This design comes from an exercise in tuning for small area, a short achievable clock period and few clock cycles per item on the open sky130 flow, not from production work.
No run shown here included a check of the RTL's function; only the layout flow was run.

==> flow/design.v (outline; a module is shown in full before it is edited, if it fits) <==
// module Zeta: 138 lines
// module Montgomery_Reduce: 1228 lines
// module Butterfly: 109 lines
// module ADD29: 205 lines
// module ADD16: 88 lines
// module ADD8: 32 lines
// module FA: 4 lines
// module HA: 4 lines
// module NTT: 138 lines
module NTT #(
  parameter KYBER_K = 2,
  parameter KYBER_N = 256,
  parameter KYBER_Q = 3329,
  parameter COEFF_SZ = 16
)(
  input clk,
  input reset_n,
  input enable,
  input [COEFF_SZ-1 : 0] Coef_RData,
  output reg  [7 : 0] Coef_RAd,
  output reg  [0 : 0] Coef_WEN,
  output reg  [7 : 0] Coef_WAd,
  output reg  [COEFF_SZ-1 : 0] Coef_WData,
  output reg Poly_NTT_done
);
  // ...
==> flow/run.sh <==
#!/bin/bash
# synth_recipe.tcl (not shown) runs the flow's synth.tcl, then flattens the netlist and writes it again
# the make line also repeats each setting of config.mk as NAME=value (left out here)
make -C /OpenROAD-flow-scripts/flow DESIGN_CONFIG=/design/flow/config.mk WORK_HOME=/design/flow/orfs CLKGATE_MAP_FILE= SYNTH_SCRIPT=/design/flow/synth_recipe.tcl finish
==> flow/config.mk <==
export PLATFORM = sky130hd
export DESIGN_NAME = NTT
export DESIGN_NICKNAME = NTT
export VERILOG_FILES = /design/flow/design.v
export SDC_FILE = /design/flow/constraint.sdc
export NUM_CORES = 8
export LEC_CHECK = 0
export CAP_MARGIN = 20
export CORE_MARGIN = 2
export CORE_UTILIZATION = 40
export CTS_BUF_LIST = sky130_fd_sc_hd__clkbuf_16
export CTS_CLUSTER_DIAMETER = 100
export CTS_CLUSTER_SIZE = 30
export PLACE_DENSITY = 0.6
export SETUP_SLACK_MARGIN = 5
export SLEW_MARGIN = 20
export SYNTH_HIERARCHICAL = 1
export SYNTH_MINIMUM_KEEP_SIZE = 0
==> flow/constraint.sdc <==
create_clock -name core_clock -period 8.0 [get_ports {clk}]
set_input_delay 1.6000 -clock core_clock [delete_from_list [all_inputs] [get_ports {clk}]]
set_output_delay 1.6000 -clock core_clock [all_outputs]
set_load 0.01 [all_outputs]
==> results_dict.tcl, run 1 <==
set metrics [dict create \
    status "complete, no violations" \
    grt_overflow_total 0 \
    fin_ws_ps 5040 \
    crit_end "P0.ar[27]" \
    ys_types 105 \
    cts_sinks 385 \
    drv_cap 0 \
    grt_util_met1_pct 26.3 \
    synth_commonest_cells "dfxtp_1 (376), nand2_1 (320), fa_1 (220)" \
    r2r_setup_slack_ps 5040 \
    postCtsSetupBuffers 1 \
    fin_area_sq_mm 0.0242 \
    dieArea_sq_mm 0.0586 \
    yosysMostFrequentCell "dfxtp_1" \
    yosysTopAreaCellShare_pct 33.2 \
    regMostFlops "P0.ar" \
    worst-path-stages 10 \
    grt_pass1_wl_um 90600 \
    drive_above_1_share_pct 7.65 \
    clock_area_share_pct 2.34 \
    rsz0062_at_grt "yes" \
    ant_nets 0 \
    synth_edf_count 6 \
]
==> module NTT, before the edit <==
module NTT #(
  parameter KYBER_K = 2,
  parameter KYBER_N = 256,
  parameter KYBER_Q = 3329,
  parameter COEFF_SZ = 16
)(
  input clk,
  input reset_n,
  input enable,
  input [COEFF_SZ-1 : 0] Coef_RData,
  output reg  [7 : 0] Coef_RAd,
  output reg  [0 : 0] Coef_WEN,
  output reg  [7 : 0] Coef_WAd,
  output reg  [COEFF_SZ-1 : 0] Coef_WData,
  output reg Poly_NTT_done
);
function [7:0] addr;
  input [7:0] G;
  input [1:0] xsel;
  case (G[7:6])
    2'd0:    addr = {xsel, G[5:0]};
    2'd1:    addr = {G[5], xsel, G[4:0]};
    2'd2:    addr = {G[5:3], xsel, G[2:0]};
    default: addr = {G[5:1], xsel, G[0]};
  endcase
endfunction
function [6:0] zidx1;
  input [7:0] G;
  case (G[7:6])
    2'd0:    zidx1 = 7'd1;
    2'd1:    zidx1 = {6'd1, G[5]};
    2'd2:    zidx1 = {4'd1, G[5:3]};
    default: zidx1 = {2'd1, G[5:1]};
  endcase
endfunction
function [6:0] zidx2;
  input [7:0] G;
  case (G[7:6])
    2'd1:    zidx2 = {5'd1, G[5], 1'b0};
    2'd2:    zidx2 = {3'd1, G[5:3], 1'b0};
    default: zidx2 = {1'd1, G[5:1], 1'b0};
  endcase
endfunction
reg       running;
reg [3:0] sl;             
reg [8:0] nF, nFm1;       
reg       wdbl;           
wire [3:0] ns = {sl[2:0], sl[3]};    
wire [7:0] rG   = (ns[0] | ns[2]) ? nF[7:0] : nFm1[7:0];
wire [1:0] rsel = {ns[0] | ns[1], ns[0] | ns[2]};
wire [7:0] raddr_n = addr(rG, rsel);
reg  [6:0] zidx;
reg  [6:0] zidx_n;
always @(*)
  case (1'b1)
    ns[1]:   zidx_n = zidx1(nF[7:0]);
    ns[2]:   zidx_n = zidx1(nFm1[7:0]);
    ns[3]:   zidx_n = zidx2(nFm1[7:0]);
    default: zidx_n = {zidx[6:1], 1'b1};
  endcase
wire [11:0] zeta;
Zeta M0 (.clka(clk), .addra(zidx), .douta(zeta));
reg  [8:0] wP, wQ;
wire       wuseP = wdbl ? (ns[2] | ns[3]) : (ns[0] | ns[2]);
wire [8:0] wG = wuseP ? wP : wQ;
reg  [1:0] wsel;
always @(*)
  case (1'b1)
    ns[0]:   wsel = 2'd1;
    ns[1]:   wsel = wdbl ? 2'd3 : 2'd0;
    ns[2]:   wsel = wdbl ? 2'd0 : 2'd3;
    default: wsel = 2'd2;
  endcase
wire       wvalid = wdbl ? (~wG[8] & (wG[7:6] != 2'd0)) : (wG[8:6] == 3'd0);
wire [7:0] waddr_n = addr(wG[7:0], wsel);
wire       wd_o0 = wdbl ? (ns[2] | ns[3]) : (ns[0] | ns[1]);
reg  [15:0] V, RD, RD2, O0, O1, X, Y;
wire [15:0] rS, rC, o0, o1;
wire        rk;
reg  [15:0] u;            
Montgomery_Reduce P0 (.clk(clk), .v(V), .zeta(zeta), .rS(rS), .rC(rC), .rk(rk));
Butterfly BF (.u(u), .rS(rS), .rC(rC), .rk(rk), .o0(o0), .o1(o1));
always @(posedge clk) begin
  if (sl[1] | sl[2])  V <= Coef_RData;
  else if (sl[3])     V <= O0;
  else                V <= X;
  RD  <= Coef_RData;
  RD2 <= RD;
  if (sl[1] | sl[2]) u <= RD2;
  else if (sl[3])    u <= o0;
  else               u <= O1;
  O0 <= o0;
  O1 <= o1;
  X  <= O1;
  Y  <= X;
  zidx <= zidx_n;
  Coef_WData <= wd_o0 ? O0 : Y;
  Coef_WAd <= waddr_n;
end
always @(posedge clk) begin
  if (running) begin
    sl       <= ns;
    Coef_RAd <= raddr_n;
    if (sl[2]) begin
      nF   <= nF + 9'd1;
      nFm1 <= nF;
      if (nF == 9'd66) wdbl <= 1'b1;
      else begin
        wP <= wP + 9'd1;
        wQ <= wP;
      end
    end
  end else begin
    sl       <= 4'd1;
    nF       <= 9'd0;
    nFm1     <= 9'h1ff;
    wP       <= 9'h1fe;
    wQ       <= 9'h1fd;
    wdbl     <= 1'b0;
    Coef_RAd <= addr(8'd0, 2'd3);
  end
end
wire last = ns[2] && nF == 9'd259;    
always @(posedge clk, negedge reset_n) begin
  if (!reset_n) begin
    running       <= 1'b0;
    Coef_WEN      <= 1'b0;
    Poly_NTT_done <= 1'b0;
  end else begin
    Poly_NTT_done <= running && last;
    Coef_WEN      <= running && !last && wvalid;
    if (running) begin
      if (last) running <= 1'b0;
    end else if (enable)
      running <= 1'b1;
  end
end
endmodule
==> run 2: changes to the inputs <==
--- a/flow/design.v
+++ b/flow/design.v
@@ -1852,8 +1852,9 @@
 reg       running;
 reg [3:0] sl;             
-reg [8:0] nF, nFm1;       
+reg [8:0] nF;             
+wire [7:0] nFm1 = nF[7:0] - 8'd1;
 reg       wdbl;           
 wire [3:0] ns = {sl[2:0], sl[3]};    
-wire [7:0] rG   = (ns[0] | ns[2]) ? nF[7:0] : nFm1[7:0];
+wire [7:0] rG   = (ns[0] | ns[2]) ? nF[7:0] : nFm1;
 wire [1:0] rsel = {ns[0] | ns[1], ns[0] | ns[2]};
 wire [7:0] raddr_n = addr(rG, rsel);
@@ -1863,13 +1864,14 @@
   case (1'b1)
     ns[1]:   zidx_n = zidx1(nF[7:0]);
-    ns[2]:   zidx_n = zidx1(nFm1[7:0]);
-    ns[3]:   zidx_n = zidx2(nFm1[7:0]);
+    ns[2]:   zidx_n = zidx1(nFm1);
+    ns[3]:   zidx_n = zidx2(nFm1);
     default: zidx_n = {zidx[6:1], 1'b1};
   endcase
 wire [11:0] zeta;
 Zeta M0 (.clka(clk), .addra(zidx), .douta(zeta));
-reg  [8:0] wP, wQ;
+reg  [8:0] wP;
 wire       wuseP = wdbl ? (ns[2] | ns[3]) : (ns[0] | ns[2]);
-wire [8:0] wG = wuseP ? wP : wQ;
+wire [8:0] wPm1 = wP - 9'd1;
+wire [8:0] wG = wuseP ? wP : wPm1;
 reg  [1:0] wsel;
 always @(*)
@@ -1912,17 +1914,11 @@
     if (sl[2]) begin
       nF   <= nF + 9'd1;
-      nFm1 <= nF;
       if (nF == 9'd66) wdbl <= 1'b1;
-      else begin
-        wP <= wP + 9'd1;
-        wQ <= wP;
-      end
+      else wP <= wP + 9'd1;
     end
   end else begin
     sl       <= 4'd1;
     nF       <= 9'd0;
-    nFm1     <= 9'h1ff;
     wP       <= 9'h1fe;
-    wQ       <= 9'h1fd;
     wdbl     <= 1'b0;
     Coef_RAd <= addr(8'd0, 2'd3);
--- a/flow/config.mk
+++ b/flow/config.mk
@@ -8,9 +8,9 @@
 export CAP_MARGIN = 20
 export CORE_MARGIN = 2
-export CORE_UTILIZATION = 40
+export CORE_UTILIZATION = 55
 export CTS_BUF_LIST = sky130_fd_sc_hd__clkbuf_16
 export CTS_CLUSTER_DIAMETER = 100
 export CTS_CLUSTER_SIZE = 30
-export PLACE_DENSITY = 0.6
+export PLACE_DENSITY = 0.7
 export SETUP_SLACK_MARGIN = 5
 export SLEW_MARGIN = 20
==> results_dict.tcl, run 2 <==
set metrics [dict create \
    fin_ws_ps 5070 \
    htreeDepth 1 \
    grt_overflow_total 0 \
    grt_use_total_pct 26.0 \
    antenna_found_initial 1 \
    worstSkewPairLatency_ps 540 \
    fmax_mhz 342 \
    fp.dieW_um 206 \
    synth_seq_cells 368 \
    start_util_pct 56.0 \
    io_buffer_count 52 \
    synth_area_leaders "dfxtp_1 (32%), fa_1 (20%), ha_1 (6.9%), nand2_1 (4.8%), inv_1 (2.6%)" \
    n_fill_cell 3369 \
    antenna_cells 0 \
    regMostFlops "P0.ar" \
    maxSlewViolCount 0 \
    period_share_pct 36.6 \
    via_per_inst 5.87 \
    layout.nets 2563 \
    grt_pass1_wl_um 86900 \
    slew-limit-headroom_pct 35.5 \
    hold_viol_final 0 \
    ioPinCount 53 \
    ys_types 118 \
    rsz0062_at_grt "no" \
    syn_area_sq_mm 0.0224 \
    die_h_um 206 \
    drv_cap 0 \
    drive_above_1_share_pct 7.35 \
    place_ws_ps 4810 \
    wirelength_um 54200 \
    synth_edf_count 6 \
    cts_made_buffers 16 \
    rows 73 \
    ys.flop_type "dfxtp_1" \
    cts_tree "done" \
    final_common_cell "dfxtp_1" \
    reg2reg_depth 6 \
    dieArea_sq_mm 0.0424 \
    grt_max_degree 87 \
    postSynthCellCount 2240 \
    vias 16000 \
    final_util_pct 59.0 \
    synth_commonest_cells "dfxtp_1 (359), nand2_1 (288), fa_1 (220)" \
    fin_skew_ps 34.9 \
    worstPathArrival_ps 3420 \
    cts-root-buf "clkbuf_16" \
    synth.avg_cell_area_sq_um 10.0 \
    async_flop_share_pct 0.815 \
    worst_slew_pin_slew_ps 964 \
    ys_seq_area_share_pct 33.2 \
    avgRoutedWirePerCell_um 19.9 \
    cts_hold_buffers 0 \
    whs_ps 321 \
    period_minus_slack_ps 2930 \
    clk_pin_slew_ps 120 \
    crit_type "reg2reg" \
    grt_pass1_vias 16200 \
    syn_to_final_growth_pct 5.39 \
    drt_pre_antenna_iters 5 \
    core-area_sq_mm 0.0400 \
    setup_tns_ps 0 \
    drt_iter0_markers 1419 \
    reg_top3 "P0.ar x29, P0.m0 x26" \
    ys_warn_count 9 \
    hold_depth 0 \
    crit_path_start_kind "register" \
    hpwl_um 41000 \
    synth_top_area_cell "dfxtp_1" \
    ant_nets 0 \
    end_kind "register" \
    yosysMostFrequentCell "dfxtp_1" \
    status "complete, no violations" \
    cts_max_path_buffers 3 \
    yosysTopAreaCellShare_pct 32.1 \
    mostFrequentLayoutCells "dfxtp_1 (331), nand2_1 (288), fa_1 (219), inv_1 (153), ha_1 (121)" \
    critPathRequiredTime_ps 8490 \
    hold_class "reg2reg" \
    globalplace.congestion 0.965 \
    drc 0 \
    largest_register_ffs 29 \
    cts_sinks 368 \
    setup_viol 0 \
    cp_max_fo 62 \
]
run 2: path summary, 6_finish.rpt:
| kind | startpoint | slack (ps) | end |
|---|---|---|---|
| setup reg to reg | zidx[2] | 5070 | M0.douta[8] |
| min in group asynchronous | reset_n | 1280 | Coef_WEN |
| hold / removal | RD[6] | 320 | RD2[6] |
| max in group asynchronous | reset_n | 6540 | running |
| setup / recovery | zidx[2] | 5070 | M0.douta[8] |
| hold reg to reg | RD[6] | 320 | RD2[6] |
run 2: timing repair:
item,4_1_cts,5_1_grt
setup buffers,2,1
setup endpoints to repair,33,59
gates resized for setup,29,60
gates cloned,0,0
pin swaps,2,6
run 2: cells by family after synthesis:
kind of cell             Yosys count  share of synthesized area, %
AND/OR/NAND/NOR                  632                          13.8
adder cells (fa/ha/maj)          344                          26.6
multiplexers                      65                          3.03
buffers and inverters            289                          6.09
XOR/XNOR                          97                          3.86
other                              2                        0.0335
AO/OA/AOI/OAI                    443                          13.4
flip-flops                       368                          33.2
run 2: per-stage QoR:
step,instances,cell area [sq um]
6_report,2729,23600
3_5_place_dp,2704,22900
3_3_place_gp,2704,22900
5_1_grt,2729,23600
2_1_floorplan,2250,22400
4_1_cts,2728,23400
run 2: modules after synthesis, one instance, submodules excluded:
module,copies in the design,cell area [sq um],cells inside,flops+latches
Butterfly,1,120,32,0
ADD29,1,1530,212,0
ADD8,1,317,41,0
HA,24,12.5,1,0
FA,216,20.0,1,0
ADD16,2,698,85,0
NTT,1,6820,628,193
Montgomery_Reduce,1,4820,490,163
Zeta,1,2790,427,12
run 2: worst max-delay path, cell delays in order, from the launching register on:
cell      delay (ps)
edfxtp_1         750
buf_4            620
nand2b_1         560
a31oi_1          160
a221o_1          370
a31oi_1          250
or3_1            160
run 2: cell type report:
class	instances	area, sq um	share of cell area (%)
Inverter	155	582	2.46
Clock inverter	4	25.0	0.106
Timing Repair Buffer	66	662	2.80
Clock buffer	18	450	1.91
Multi-Input combinational cell	1593	13800	58.3
Sequential cell	368	7480	31.7
Tap cell	525	657	2.78
run 2: metal layers:
| layer | GRT usage [%] | part of all wire, % | vias up |
|---|---|---|---|
| met4 | 10.3 | 4.4 | 0 |
| li1 | - | - | 7447 |
| met5 | 0 | 0 | - |
| met2 | 42.0 | 46 | 573 |
| met3 | 3.26 | 5.4 | 141 |
| met1 | 35.7 | 44 | 7859 |

==> re-timing with driven ports <==
How much do the figures lean on ideal ports? The routed layouts below were timed once more, with nothing changed but the port constraints.
Step 1: set_driving_cell puts a clkbuf_16 on clk and a buf_2 on each other input, an assumption about the parent block.
Step 2 moves the port delays by t, midway between the first and last clock arrival at a register: inputs arrive t later, outputs are due t later. That takes back most of the time a late clock gives input paths.
a / b / c = ideal / step 1 / step 2; a / b = the first two.
| run | t (ns) | slack for setup (ns) | worst setup path at the end | worst register clock-pin slew, ns | cell pins on the clock port's net |
|---|---|---|---|---|---|
| run 1 | 0.584 | 5.039 / 5.039 / 5.039 | register to register | 0.11 / 0.11 | 1 |
| run 2 | 0.582 | 5.074 / 5.074 / 5.074 | register to register | 0.12 / 0.12 | 1 |
After both steps setup and hold are still met in every run listed.
